This is an optimization exercise on Yosys and OpenROAD, whose aim is small area, a short achievable clock period and few clock cycles, not a production implementation.
Function was not checked in any run shown here: the RTL went through the layout flow alone.
Power is estimated from default activity; no workload was simulated.

==> flow/design.v, too long to show whole: its modules and the start of the top module <==
// module std_fp_smult_pipe: 3704 lines
// module mul_fa: 4 lines
// module mul_ha: 4 lines
// module mul_xor2: 3 lines
// module mul_and2: 3 lines
// module mul_enc: 4 lines
// module mul_x: 3 lines
// module mul_s: 3 lines
// module mul_sn: 3 lines
module std_fp_smult_pipe #(
    parameter WIDTH = 32,
    parameter INT_WIDTH = 16,
    parameter FRAC_WIDTH = 16
) (
    input  [WIDTH-1:0]              left,
    input  [WIDTH-1:0]              right,
    input  logic                    reset,
    input  logic                    go,
    input  logic                    clk,
    output logic [WIDTH-1:0]        out,
    output logic                    done
);
  // ...
==> flow/flow/run.sh <==
#!/bin/bash
# Layout flow: the standard ORFS flow (standard.sh, unchanged synthesis),
# with extra ORFS variables from flow/extra.env (port buffer cell choice and
# timing-repair options). Each tool's full output is in orfs/logs/...; the
# make output is in standard.log.
set -euo pipefail
here=$(pwd)
set -a
source "$here/flow/extra.env"
set +a
bash "$here/standard.sh" > "$here/standard.log" 2>&1
==> flow/flow/extra.env <==
BUFFER_PORTS_ARGS="-buffer_cell sky130_fd_sc_hd__buf_2"
==> flow/standard.sh <==
#!/bin/bash
# synth_recipe.tcl (not shown) runs the flow's synth.tcl, then flattens the netlist and writes it again
# the make line also repeats each setting of config.mk as NAME=value (left out here)
make -C /OpenROAD-flow-scripts/flow DESIGN_CONFIG=/design/flow/config.mk WORK_HOME=/design/flow/orfs CLKGATE_MAP_FILE= SYNTH_SCRIPT=/design/flow/synth_recipe.tcl "${@:-finish}"
==> flow/config.mk <==
export PLATFORM = sky130hd
export DESIGN_NAME = std_fp_smult_pipe
export DESIGN_NICKNAME = std_fp_smult_pipe
export VERILOG_FILES = /design/flow/design.v
export SDC_FILE = /design/flow/constraint.sdc
export NUM_CORES = 4
export LEC_CHECK = 0
export CAP_MARGIN = 20
export CORE_MARGIN = 2
export CORE_UTILIZATION = 40
export SETUP_SLACK_MARGIN = 2.5
export SLEW_MARGIN = 20
export SYNTH_HIERARCHICAL = 1
==> flow/constraint.sdc <==
create_clock -name core_clock -period 7.5 [get_ports {clk}]
set_input_delay 1.5000 -clock core_clock [delete_from_list [all_inputs] [get_ports {clk}]]
set_output_delay 1.5000 -clock core_clock [all_outputs]
set_load 0.01 [all_outputs]
==> reports/summary.txt, run 1 <==
Max stage delay on crit path: 570 ps
main combinational cell family by area after synthesis: adder cells
Layout Utilization: 45.8%
post-synthesis xor/xnor area fraction: 22.0%
status: no timing/DRC/antenna violations
crit path capture: out[26]
HPWL after DPL: 54300 um
Fin Hold WS: 1250 ps
Biggest Area Class: multi-input combinational cells
GRT Resource Usage Total: 26.7%
worst endpoint required time: 6000 ps
final wirelength: 70800 um
multi-input combinational area share: 80.4%
Tcrit/Tclk final: 66.9%
area grow syn2layout: 13.1%
Final setup viols: 0
vias per cell: 6.14
Die Area: 53900 um^2
largest net degree at the start of global routing: 38
Synth area leader: fa_1
grt met2 use: 43.7%
clock-cell share of area: 1.11%
area share of the largest cell type after synthesis: 36.4%
total CTS buffers: 9
CTS tree: done
final hold violations: 0
GRT overflow: 0
Seq cells post-synth: 98
==> run 2, diff against run 1 <==
==> flow/flow/extra.env (replaced) <==
BUFFER_PORTS_ARGS="-buffer_cell sky130_fd_sc_hd__buf_4"
--- a/flow/config.mk
+++ b/flow/config.mk
@@ -8,6 +8,6 @@
 export CAP_MARGIN = 20
 export CORE_MARGIN = 2
 export CORE_UTILIZATION = 40
-export SETUP_SLACK_MARGIN = 2.5
+export SETUP_SLACK_MARGIN = 2.75
 export SLEW_MARGIN = 20
 export SYNTH_HIERARCHICAL = 1
==> reports/summary.txt, run 2 <==
status: no timing/DRC/antenna violations
Ys Warns: 7
Clock Pin Slew Worst Setup and Hold Paths: 70 ps
Tcrit/Tclk final: 67.4% (+0.50 points)
top cells by count, synth: xor2_1 (503), a22o_1 (456), fa_1 (379), dfxtp_1 (98), ha_1 (80)
Seq cells post-synth: 98 (unchanged)
CTS tree: done
area grow syn2layout: 15.9%
vias: 16.2k
final wirelength: 70100 um (-0.95%)
worst endpoint required time: 6000 ps (about the same)
min setup slack post-route: 2440 ps
Routed wire per std cell: 26.5 um
crit path cell chain: fa_1 -> xor2_2 -> ha_4 -> o211ai_1 -> buf_4 -> a211oi_2 -> buf_4 -> o2111ai_4 -> o211ai_4 -> nand3_4 -> o211ai_4 -> a31oi_4 -> xnor2_1 -> buf_4
Lkg Pwr: 0.0104 uW
Filler cells: 4703
Fin Hold WS: 1260 ps (+2.77 ps)
Crit Path Class: reg -> out
Power Density: 458 nW/um^2
number of port buffers: 99
Final setup viols: 0 (unchanged)
1st-iter DRT viols: 1581
critical-path maximum fanout: 3
nets: 2490
register area share after synthesis: 9.42%
Simple-Gate Fraction of Synth Area: 3.37%
Diodes inserted: 0
Die H: 232 um
cell mode on critical path: buf_4
most common cell after layout, fill and taps aside: xor2_1
main combinational cell family by area after synthesis: adder cells
Chip Width: 232 um
complex-gate fraction of the synthesized area: 22.2%
GPL Wtd Cong: 0.898
H-Tree Depth: 3
clk sink count: 98
share of layout cells above drive strength 1: 14.9%
total CTS buffers: 9 (unchanged)
RSZ-0062 raised after global routing: true
HPWL after DPL: 51400 um (-5.4%)
Netlist Area Pre-Place: 20800 um^2
area share of the largest cell type after synthesis: 36.4% (unchanged)
multiplexer share of the synthesized area: 0%
global-route wire length before repair: 105000 um
initial antenna violation count: 1
vias in the first global route: 17.2k
Relative slew margins: 48.1%
clock root cell: clkbuf_16
Syn Inst Count: 1800
commonest cells after routing, fill and taps aside: xor2_1 (496), a22o_1 (456), fa_1 (378)
synth unique cells: 44
Synth Area per Inst: 11.6 um^2
ranking of synthesized cells by area: fa_1 (36%), xor2_1 (21%), a22o_1 (19%), dfxtp_1 (9.4%), ha_1 (4.8%)
HP Class: in -> reg
Setup TNS: 0 ps
row count: 83
GRT overflow: 0 (unchanged)
count of pins over their slew limit: 0
critical path launch point: r17_0$_DFF_P_
adder-cell share of the synthesized area: 41.2%
slowest CP cell: fa_1
most frequent cell after synthesis: xor2_1
Synth Flop Type: dfxtp_1
Buf+Inv Stages, Crit Path: 3
dpl ws: 1640 ps
CP Launch Type: flip-flop
critical hold path startpoint: reset
Tmin final: 5060 ps
Post-DRT Antenna Nets: 0
post-synth net total: 2326
drt drc: 0
clk buf depth: 2
largest net degree at the start of global routing: 42 (+11%)
Initial DRT Pass Iterations: 5
peak supply drop: 372 uV
MaxCap Viol Count: 0
I/O pin count: 100
family with the most delay on the worst path: compound AO/OA/AOI/OAI gates
Die Area: 53900 um^2 (unchanged)
vias per cell: 6.10 (-0.53%)
Post-synth EDFFs: 0
Pwr Total: 11100 uW
worst-margin pin slew: 775 ps
Worst setup EP type: output pin
GRT Resource Usage Total: 26.1% (-0.54 points)
Critical Path AT: 3560 ps
Synth area leader: fa_1
post-synthesis xor/xnor area fraction: 22.0% (unchanged)
Layout Utilization: 47.0% (+1.1 points)
core area: 51400 um^2
ys async rst share: 0%
final hold violations: 0 (unchanged)
Max stage delay on crit path: 590 ps (+20 ps)
Fmax: 198 MHz
Starting Density: 40.5%
-- run 2: cell count changes in the layout (fill, tap and decap cells not counted), sizes merged --
cell | before | now
buf | 170 | 174
bufbuf | 4 | 1
clkinv | 2 | 3
nor2b | 21 | 20
o21ai | 24 | 25
-- run 2: cell families (layout without fill, tap and decap cells) --
kind of cell | count (synthesis) | in the layout
AO/OA/AOI/OAI | 535 | 538
XOR/XNOR | 522 | 522
adder cells (fa/ha/maj) | 459 | 459
AND/OR/NAND/NOR | 115 | 115
flip-flops | 98 | 98
buffers and inverters | 71 | 237
-- run 2: final timing paths --
path                  slack [ps]           endpoint  cells after the start
worst min-delay path        1260  done_r$_SDFF_PP0_                      2
worst max-delay path        2440            out[31]                     14
-- run 2: report_power, final --
part	internal [uW]	switching (uW)
Clock	236	230
Sequential	905	143
Combinational	4540	5010
-- run 2: per-stage QoR --
stage	instance area [um^2]	cells
after floorplan	21000	1800
after global placement	22500	2574
after detailed placement	22500	2574
after CTS	23500	2617
after global routing	24100	2649
final	24100	2649
-- run 2: repair_timing --
| action | in CTS | in global routing |
|---|---|---|
| resized for setup | 66 | 51 |
| endpoints found under the hold margin | 0 | 0 |
| cloned | 4 | 7 |
| hold buffers | 0 | 0 |
| pin swaps | 32 | 35 |
| setup endpoints to repair | 73 | 55 |
| setup buffers | 23 | 25 |
-- run 2: per-module statistics from Yosys, one instance, submodules excluded, a selection --
module             flip-flops and latches  cells
mul_xor2                                0      1
mul_ha                                  0      1
mul_x                                   0      1
mul_fa                                  0      1
mul_s                                   0      1
std_fp_smult_pipe                      98    392
-- run 2: area by class of cell --
type                       count  area [um^2]  area share, %
clock buffer                  11          243           1.01
sequential                    98         1970           8.15
tap                          680          851           3.53
multi-input combinational   1634        19100           79.0
clock inverter                 5         36.3          0.150
timing repair buffer         182         1840           7.60
inverter                      39          146          0.607
-- run 2: per-layer routing --
layer	vias to the layer above	global-route usage, %	part of all wire, %
met5	-	0	0
met2	777	42.4	47
li1	6838	-	-
met1	8412	34.1	41
met4	0	9.94	3.8
met3	141	5.54	8.3

[static timing again, ports no longer ideal]
The results above use ideal ports. As a check the final layouts listed here were re-extracted and re-timed, cells and wires unchanged. Step 1 assumes that a clkbuf_16 drives the clock port and a buf_2 every other input. Step 2, shift: input delay + t, output delay - t, t = (earliest + latest rising clock arrival at the registers) / 2. This alone moves slack from input paths to output paths. Slacks: no drivers / after step 1 / after step 2; pairs: no drivers / after step 1.
run | t (ns) | slack for setup (ns) | hold slack, ns | slew at the worst register clock pin (ns)
run 1 | 0.457 | 2.480 / 2.421 / 2.148 | 1.253 / 1.216 / 1.672 | 0.09 / 0.09
run 2 | 0.454 | 2.443 / 2.385 / 2.214 | 1.256 / 1.225 / 1.679 | 0.09 / 0.09
After both steps setup and hold are still met in every run listed. The setup slack of run 1, which loses most, moves by -0.059 ns with the drivers and by -0.332 ns with both steps.
